What follows belongs to an exercise in optimizing a design on an open flow for small area and a short achievable clock period; a production flow would make more cautious choices. RTL that was checked went through simulation tests only; none was proved equivalent to the original. Power is estimated from default activity; no workload was simulated.

// Main
module Main(
    input clk,
    input [7:0] instruction,
    input reset,
    output [7:0] ReadAddress,
    output [6:0] seg_ten,
    output [6:0] seg_one,
    output led
    );
Settings: LEC_CHECK=0, CAP_MARGIN=20, CORE_MARGIN=2, CORE_UTILIZATION=55, SETUP_SLACK_MARGIN=2.0, SLEW_MARGIN=20, SYNTH_HIERARCHICAL=1; clock period 9.0 ns.
run.sh (not shown) runs the stock make flow with config.mk's settings and CLKGATE_MAP_FILE= SYNTH_SCRIPT=/design/flow/synth_recipe.tcl, a recipe that flattens the netlist after the stock synthesis.
==> next run, changes <==
SETUP_SLACK_MARGIN = 3.0   (was 2.0)
Synthesized area is unchanged.
Non-clock buffer count went up by 12.
Clock-buffer cell count went down by 7.
Global-route usage went up by 1.8 points.
Worst setup slack gains 0.016 ns.
Design area went up slightly.
Combinational power went up by a few percent.
Total power went up by a few percent.
Worst hold slack loses 0.0055 ns.
Via count went up by a few percent.
==> next run, changes <==
CTS_BUF_LIST = sky130_fd_sc_hd__clkbuf_8   (was unset)
CTS_CLUSTER_DIAMETER = 100   (was unset)
CTS_CLUSTER_SIZE = 12   (was unset)
SETUP_SLACK_MARGIN = 3.6   (was 3.0)
Worst setup slack improved by 0.14 ns.
Clock power shrinks by 44%.
Clock-buffer cell count shrinks by 23.
Worst hold slack improved by 0.0081 ns.
==> next run, changes <==
==> flow/flow/run.sh (new file) <==
#!/bin/bash
# The standard layout, with two changes made through ORFS's own variables:
# the input and output ports get buf_4 buffers (the standard port buffering
# picks a delay cell), and after global routing the gates with slack to spare
# are downsized (ORFS's power recovery step).
set -uo pipefail
export BUFFER_PORTS_ARGS="-buffer_cell sky130_fd_sc_hd__buf_4"
export RECOVER_POWER=100
bash standard.sh finish > standard.log 2>&1
==> flow/standard.sh (new file) <==
#!/bin/bash
# synth_recipe.tcl (not shown) runs the flow's synth.tcl, then flattens the netlist and writes it again
# the make line also repeats each setting of config.mk as NAME=value (left out here)
make -C /OpenROAD-flow-scripts/flow DESIGN_CONFIG=/design/flow/config.mk WORK_HOME=/design/flow/orfs CLKGATE_MAP_FILE= SYNTH_SCRIPT=/design/flow/synth_recipe.tcl "${@:-finish}"
CTS_BUF_LIST = unset   (was sky130_fd_sc_hd__clkbuf_8)
CTS_CLUSTER_DIAMETER = unset   (was 100)
CTS_CLUSTER_SIZE = unset   (was 12)
SETUP_SLACK_MARGIN = 2.0   (was 3.6)
removed: flow/run.sh
The changed run finished with max-capacitance violations, max-slew violations left. Cell area came out lower by 7.1%. Non-clock buffer count came out lower by 106. Worst hold slack barely changes. Clock-buffer cell count grows by 24. Area after synthesis is unchanged.
Function was not checked in any run of this note: the RTL went through the layout flow alone.

* * *

The RTL this note starts from:
==> flow/design.v <==
`timescale 1ns / 1ps
module Main(
    input clk,
    input [7:0] instruction,
    input reset,
    output [7:0] ReadAddress,
    output [6:0] seg_ten,
    output [6:0] seg_one,
    output led
    );
  wire [1:0] op = instruction[7:6];
  wire [1:0] rs = instruction[5:4];
  wire [1:0] rt = instruction[3:2];
  wire [1:0] x  = instruction[1:0];
  wire [7:0] imm = {{7{x[1]}}, x[0]};
  wire is_add  = (op == 2'b00);
  wire is_lw   = (op == 2'b01);
  wire is_sw   = (op == 2'b10);
  wire is_jump = (op == 2'b11);
  reg [7:0] R [0:3];
  reg [3:0] RV;                  
  wire [3:0] selA, selB;
  genvar j;
  generate
    for (j = 0; j < 4; j = j + 1) begin : rsel
      assign selA[j] = (rs == j) & RV[j];
      assign selB[j] = (rt == j) & RV[j];
    end
  endgenerate
  wire [7:0] A = ({8{selA[0]}} & R[0]) | ({8{selA[1]}} & R[1]) |
                 ({8{selA[2]}} & R[2]) | ({8{selA[3]}} & R[3]);
  wire [7:0] B = ({8{selB[0]}} & R[0]) | ({8{selB[1]}} & R[1]) |
                 ({8{selB[2]}} & R[2]) | ({8{selB[3]}} & R[3]);
  wire [7:0] sum_ab = A + B;      
  wire [7:0] sum_ai = A + imm;    
  wire [4:0] addr = sum_ai[4:0];
  reg [7:0] M [0:31];
  reg [31:0] MV;                 
  wire [31:0] dec;
  genvar i;
  generate
    for (i = 0; i < 32; i = i + 1) begin : mdec
      assign dec[i] = (addr == i);
    end
  endgenerate
  wire [31:0] msel = dec & MV;
  reg [7:0] rdm;
  integer k;
  always @* begin
    rdm = 8'd0;
    for (k = 0; k < 32; k = k + 1)
      rdm = rdm | ({8{msel[k]}} & M[k]);
  end
  wire written = |msel;
  wire [7:0] init = {{4{addr[4] & (addr[3:0] != 4'd0)}},
                     addr[4] ? (4'd0 - addr[3:0]) : addr[3:0]};
  wire [7:0] rd = rdm | ({8{~written}} & init);
  wire [7:0] W = is_lw ? rd : (is_sw ? sum_ai : sum_ab);
  wire [3:0] rwe;
  generate
    for (j = 0; j < 4; j = j + 1) begin : rw
      assign rwe[j] = (is_add & (x == j)) | (is_lw & (rt == j));
      always @(posedge clk)
        if (rwe[j]) R[j] <= W;
    end
  endgenerate
  always @(posedge clk or posedge reset) begin
    if (reset) RV <= 4'd0;
    else RV <= RV | rwe;
  end
  wire [31:0] mwe = {32{is_sw}} & dec;
  generate
    for (i = 0; i < 32; i = i + 1) begin : mw
      always @(posedge clk)
        if (mwe[i]) M[i] <= B;
    end
  endgenerate
  always @(posedge clk or posedge reset) begin
    if (reset) MV <= 32'd0;
    else MV <= MV | mwe;
  end
  reg [7:0] PC;
  always @(posedge clk or posedge reset) begin
    if (reset) PC <= 8'd0;
    else PC <= PC + 8'd1 + (is_jump ? imm : 8'd0);
  end
  assign ReadAddress = PC;
  assign led = reset;
  function [6:0] seg7(input [3:0] v);
    case (v)
      4'h0: seg7 = 7'b0111111;
      4'h1: seg7 = 7'b0000110;
      4'h2: seg7 = 7'b1011011;
      4'h3: seg7 = 7'b1001111;
      4'h4: seg7 = 7'b1100110;
      4'h5: seg7 = 7'b1101101;
      4'h6: seg7 = 7'b1111101;
      4'h7: seg7 = 7'b0000111;
      4'h8: seg7 = 7'b1111111;
      4'h9: seg7 = 7'b1101111;
      4'hA: seg7 = 7'b1110111;
      4'hB: seg7 = 7'b1011110;
      4'hC: seg7 = 7'b0111001;
      4'hD: seg7 = 7'b1001110;
      4'hE: seg7 = 7'b1111001;
      default: seg7 = 7'b1110001;
    endcase
  endfunction
  assign seg_ten = seg7(W[7:4]);
  assign seg_one = seg7(W[3:0]);
endmodule
clock: 9.0 ns
lec_check: 0
cap_margin: 20
core_margin: 2
core_utilization: 40
slew_margin: 20
Stock flow here: none of the scripts above is used.
The starting point passed the timing, DRC and antenna checks.
Rerun with:
- GPL_TIMING_DRIVEN: default -> 0
Via count decreases by 4.6%.
Non-clock buffer count shrinks by 110.
Sequential share of layout area is higher by 0.84 points.
Synthesized area is unchanged.
Setup slack gets worse by 4.4 ps.
Fmax barely changes.
Clock power rises by about 8%.
Rerun with:
- GPL_TIMING_DRIVEN: 0 -> default
- SETUP_SLACK_MARGIN: default -> 3.0
Effect:
- The changed run ran to the end with no violations
- area after synthesis does not change
- die area does not change
- design area is higher by 6.0%
- non-clock buffer count is higher by 114
- worst setup slack gets better by 720 ps
Rerun with:
- CTS_BUF_LIST: default -> sky130_fd_sc_hd__clkbuf_4 sky130_fd_sc_hd__clkbuf_8
- GPL_TIMING_DRIVEN: default -> 0
- SETUP_SLACK_MARGIN: 3.0 -> default
- cell count falls by about 4%
- via count falls by 2.9%
- total power came out lower by about 8%
Function was not checked in any run of this note: the RTL went through the layout flow alone.

* * *

Main, a different RTL version from the one above (not shown whole).
Size: ~1,300 cells after synthesis, about 300 flip-flops, roughly 33 I/O pins, ~16,000 um2 of cells after synthesis.
export LEC_CHECK = 0
export CAP_MARGIN = 20
export CORE_MARGIN = 2
export CORE_UTILIZATION = 55
export CTS_BUF_LIST = sky130_fd_sc_hd__clkbuf_8
export CTS_CLUSTER_DIAMETER = 100
export CTS_CLUSTER_SIZE = 12
export SETUP_SLACK_MARGIN = 2.5
export SLEW_MARGIN = 20
export SYNTH_HIERARCHICAL = 1
export TNS_END_PERCENT = 20
create_clock -name core_clock -period 9.0 [get_ports {clk}]
The first run finished with timing, DRC and antenna clean.
Edit:
--- a/flow/config.mk
+++ b/flow/config.mk
@@ -9,3 +9,3 @@
 export CORE_MARGIN = 2
-export CORE_UTILIZATION = 55
+export CORE_UTILIZATION = 70
 export CTS_BUF_LIST = sky130_fd_sc_hd__clkbuf_8
@@ -16,2 +16 @@
 export SYNTH_HIERARCHICAL = 1
-export TNS_END_PERCENT = 20
=>
- The new run completed without violations
- non-clock buffer count went up by 42
- sequential power went up by a few percent
- final cell count went down by a few percent
Edit:
--- a/flow/config.mk
+++ b/flow/config.mk
@@ -9,3 +9,3 @@
 export CORE_MARGIN = 2
-export CORE_UTILIZATION = 70
+export CORE_UTILIZATION = 55
 export CTS_BUF_LIST = sky130_fd_sc_hd__clkbuf_8
@@ -16 +16,2 @@
 export SYNTH_HIERARCHICAL = 1
+export TNS_END_PERCENT = 0
Total power falls by 11%.
Fmax grows by 2.5%.
Clock-buffer cell count does not change.
Die area went up by 27%.
Design area goes down by 5.3%.
Sequential share of layout area went up by 2.2 points.
Routed wire length shrinks by 21%.
Setup slack improves by 170 ps.
Via count came out lower by 14%.
Edit:
--- a/flow/config.mk
+++ b/flow/config.mk
@@ -13,2 +13,3 @@
 export CTS_CLUSTER_SIZE = 12
+export GPL_TIMING_DRIVEN = 0
 export SETUP_SLACK_MARGIN = 2.5
@@ -16,2 +17 @@
 export SYNTH_HIERARCHICAL = 1
-export TNS_END_PERCENT = 0
Result: Via count goes up by 9.6%; non-clock buffer count increases by 88; global-route usage came out higher by 5.6 points; synthesized area does not change.
Edit:
--- a/flow/config.mk
+++ b/flow/config.mk
@@ -13,3 +13,2 @@
 export CTS_CLUSTER_SIZE = 12
-export GPL_TIMING_DRIVEN = 0
 export SETUP_SLACK_MARGIN = 2.5
Outcome: The new run passed the timing, DRC and antenna checks. Routed wire length is lower by 10%. Final area is lower by 3.4%. Synthesized area does not change. Clock skew is lower by 3.9 ps. Combinational power is lower by 8.4%. Core utilization is lower by 2.4 points. Non-clock buffer count is lower by 53.
Edit:
--- a/flow/config.mk
+++ b/flow/config.mk
@@ -7,3 +7,3 @@
 export LEC_CHECK = 0
-export CAP_MARGIN = 20
+export CAP_MARGIN = 10
 export CORE_MARGIN = 2
@@ -13,4 +13,6 @@
 export CTS_CLUSTER_SIZE = 12
-export SETUP_SLACK_MARGIN = 2.5
-export SLEW_MARGIN = 20
+export GPL_TIMING_DRIVEN = 0
+export SETUP_SLACK_MARGIN = 3.0
+export SLEW_MARGIN = 10
 export SYNTH_HIERARCHICAL = 1
+export TNS_END_PERCENT = 0
Effect: Non-clock buffer count rose by 7. Fmax fell by 2.9%. Via count fell by 1.4%. Worst hold slack loses 4.0 ps. Critical path depth fell by 4. Synthesized cell count is unchanged. Sequential share of layout area rose by 0.88 points. Register-to-register slack gains 90 ps. Sequential power fell by about 2%.

* * *

Main, a different RTL version from the one above (not shown whole).
Size: roughly 1,300 cells after synthesis, ~300 flip-flops, ~33 I/O pins.
==> flow/design.v (excerpt) <==
module Main(
    input clk,
    input [7:0] instruction,
    input reset,
    output [7:0] ReadAddress,
    output [6:0] seg_ten,
    output [6:0] seg_one,
    output led
    );
  wire [1:0] op = instruction[7:6];
  wire [1:0] rs = instruction[5:4];
  wire [1:0] rt = instruction[3:2];
  wire [1:0] x  = instruction[1:0];
  wire [7:0] imm = {{7{x[1]}}, x[0]};
  wire is_add  = (op == 2'b00);
  wire is_lw   = (op == 2'b01);
  wire is_sw   = (op == 2'b10);
  wire is_jump = (op == 2'b11);
  wire [3:0] rsd = {rs == 2'd3, rs == 2'd2, rs == 2'd1, rs == 2'd0};
  wire [3:0] rtd = {rt == 2'd3, rt == 2'd2, rt == 2'd1, rt == 2'd0};
  wire [3:0] rsd_alu = rsd & {4{~is_lw}};
  wire b_en = is_add | is_jump;
  wire [3:0] xd  = {x == 2'd3, x == 2'd2, x == 2'd1, x == 2'd0};
  wire [3:0] xd_lw = xd & {4{is_lw}};
  wire [3:0] xd_sw = xd & {4{is_sw}};
  reg [7:0] R0, R1, R2, R3;
  wire [7:0] A, B, B2, BI, HA;
  wire [3:0] LA, LB;             
  genvar b, i, g;
  generate
    for (b = 0; b < 8; b = b + 1) begin : rdport
      cpu_ao4 ua (.s(rsd_alu), .d({R3[b], R2[b], R1[b], R0[b]}), .y(A[b]));
      cpu_ao4 ub (.s(rtd), .d({R3[b], R2[b], R1[b], R0[b]}), .y(B[b]));
      cpu_ao4 ub2 (.s(rtd), .d({R3[b], R2[b], R1[b], R0[b]}), .y(B2[b]));
      cpu_a21o ubi (.a1(B2[b]), .a2(b_en), .b1(is_sw & imm[b]), .x(BI[b]));
      cpu_ao4 uh (.s(rsd), .d({R3[4:2] == b, R2[4:2] == b, R1[4:2] == b, R0[4:2] == b}), .y(HA[b]));
    end
    for (b = 0; b < 4; b = b + 1) begin : rdlo
      cpu_ao4 ul (.s(rsd), .d({R3[1:0] == b, R2[1:0] == b, R1[1:0] == b, R0[1:0] == b}), .y(LA[b]));
      cpu_ao4 ul2 (.s(rsd), .d({R3[1:0] == b, R2[1:0] == b, R1[1:0] == b, R0[1:0] == b}), .y(LB[b]));
    end
  endgenerate
  wire [7:0] sum;
  cpu_add8 u_add (.a(A), .b(BI), .s(sum));
  wire [3:0] lo_rd [0:3];
  wire [3:0] lo_wr;
  generate
    for (b = 0; b < 4; b = b + 1) begin : lsel
      for (g = 0; g < 4; g = g + 1) begin : cp
        if (g < 2) begin : ca
  ...
clock: 9.0 ns
lec_check: 0
cap_margin: 20
core_margin: 2
core_utilization: 55
cts_buf_list: sky130_fd_sc_hd__clkbuf_8
cts_cluster_diameter: 100
cts_cluster_size: 12
setup_slack_margin: 2.3
slew_margin: 20
synth_hierarchical: 1
tns_end_percent: 0
The starting point finished clean.
Edit:
Settings changed: CAP_MARGIN 20 to 5, SLEW_MARGIN 20 to 5.
=> The new run finished with timing, DRC and antenna clean. Worst setup slack is about the same. Final area fell by 0.34%. Synthesized cell count does not change. Final cell count barely changes. Sequential share of layout area rose by 0.13 points. Non-clock buffer count rose by 3. Clock-buffer cell count fell by 1.
No run of this note included a check of the RTL's function; only the layout flow was run.

* * *

== v6 ==
Another version of the RTL of Main (not shown whole).
Size: ~1,300 cells after synthesis, about 300 flip-flops, ~0.016 mm2 of cells after synthesis.
Design Main, start of the top module:
module Main(
    input clk,
    input [7:0] instruction,
    input reset,
    output [7:0] ReadAddress,
    output [6:0] seg_ten,
    output [6:0] seg_one,
    output led
    );
  wire [1:0] op = instruction[7:6];
  wire [1:0] rs = instruction[5:4];
  wire [1:0] rt = instruction[3:2];
  wire [1:0] x  = instruction[1:0];
  wire [7:0] imm = {{7{x[1]}}, x[0]};
  wire is_add  = (op == 2'b00);
  wire is_lw   = (op == 2'b01);
  wire is_sw   = (op == 2'b10);
  wire is_jump = (op == 2'b11);
  wire [3:0] rsd = {rs == 2'd3, rs == 2'd2, rs == 2'd1, rs == 2'd0};
  wire [3:0] rtd = {rt == 2'd3, rt == 2'd2, rt == 2'd1, rt == 2'd0};
  wire [3:0] xd  = {x == 2'd3, x == 2'd2, x == 2'd1, x == 2'd0};
  wire [3:0] xd_lw = xd & {4{is_lw}};
  wire [3:0] xd_sw = xd & {4{is_sw}};
  reg [7:0] R0, R1, R2, R3;
  wire [7:0] A, B, HA;
  wire [3:0] LA;
  genvar b, i, g;
  generate
    for (b = 0; b < 8; b = b + 1) begin : rdport
      cpu_ao4 ua (.s(rsd), .d({R3[b], R2[b], R1[b], R0[b]}), .y(A[b]));
      cpu_ao4 ub (.s(rtd), .d({R3[b], R2[b], R1[b], R0[b]}), .y(B[b]));
  ...
make LEC_CHECK=0 CAP_MARGIN=20 CORE_MARGIN=2 CORE_UTILIZATION=55 CTS_BUF_LIST=sky130_fd_sc_hd__clkbuf_8 CTS_CLUSTER_DIAMETER=100 CTS_CLUSTER_SIZE=16 SETUP_SLACK_MARGIN=2.0 SLEW_MARGIN=20 SYNTH_HIERARCHICAL=1 finish   # period 9.0 ns
Setup changes, v6 to v7
- CTS_BUF_LIST: sky130_fd_sc_hd__clkbuf_8 -> unset
- CTS_CLUSTER_SIZE: 16 -> unset
- CTS_CLUSTER_DIAMETER: 100 -> unset
Notes after the runs:
Going from v6 to v7, via count now larger, filler cell count now smaller. Relative to v6, the clock buffer count from CTS of v7 is higher by 41%. Cmp v7 and v6 / met3 track demand over resource / higher: v7. | post-synthesis to final-layout area growth | higher: v7 |. v7 finished every stage and its layout cleared the timing, DRC and antenna checks. After detailed routing, v6 needs less wire than v7.
Function was not checked in any run of this note: the RTL went through the layout flow alone.

==> separate check: timing with driven ports <==
The flow's constraints put no driver on any port. The routed layouts listed below were extracted and timed again, unchanged, in two steps.
Step 1 (the two cells are an assumption about what drives the block):
set clk [get_ports {clk}]
set_driving_cell -lib_cell sky130_fd_sc_hd__clkbuf_16 $clk
set_driving_cell -lib_cell sky130_fd_sc_hd__buf_2 [delete_from_list [all_inputs] $clk]
Step 2 also shifts input and output timing later by t, the mid clock arrival at the registers, as if the neighbouring blocks saw the same clock.
Slacks: no drivers / after step 1 / after step 2; pairs: no drivers / after step 1.
run	t, ns	setup slack, ns	worst register clock-pin slew, ns
the first run of note 1	0.562	2.015 / 1.974 / 1.974	0.07 / 0.07
the second run of note 1	0.569	2.031 / 1.998 / 1.998	0.07 / 0.07
the third run of note 1	0.651	2.174 / 2.131 / 2.131	0.11 / 0.11
the fourth run of note 1	0.565	1.195 / 1.170 / 1.170	0.06 / 0.06
the first run of note 2	0.584	0.249 / 0.227 / 0.227	0.06 / 0.06
the second run of note 2	0.578	0.245 / 0.223 / 0.223	0.06 / 0.06
the third run of note 2	0.585	0.960 / 0.927 / 0.927	0.06 / 0.06
the fourth run of note 2	0.698	0.228 / 0.207 / 0.207	0.07 / 0.07
the first run of note 3	0.639	2.053 / 1.982 / 1.982	0.10 / 0.10
the second run of note 3	0.668	1.902 / 1.853 / 1.616	0.11 / 0.11
the third run of note 3	0.640	2.075 / 2.046 / 2.046	0.10 / 0.10
the fourth run of note 3	0.669	2.094 / 2.043 / 2.043	0.10 / 0.10
the fifth run of note 3	0.641	2.213 / 2.160 / 2.160	0.10 / 0.10
the sixth run of note 3	0.647	2.009 / 1.980 / 1.980	0.10 / 0.10
the first run of note 4	0.667	2.055 / 2.016 / 2.016	0.10 / 0.10
the second run of note 4	0.658	2.056 / 2.034 / 2.034	0.10 / 0.10
v6	0.625	1.987 / 1.952 / 1.952	0.12 / 0.12
v7	0.617	1.998 / 1.947 / 1.947	0.07 / 0.07
The setup slack of the second run of note 3, which loses most, moves by -0.049 ns with the drivers and by -0.286 ns with both steps.
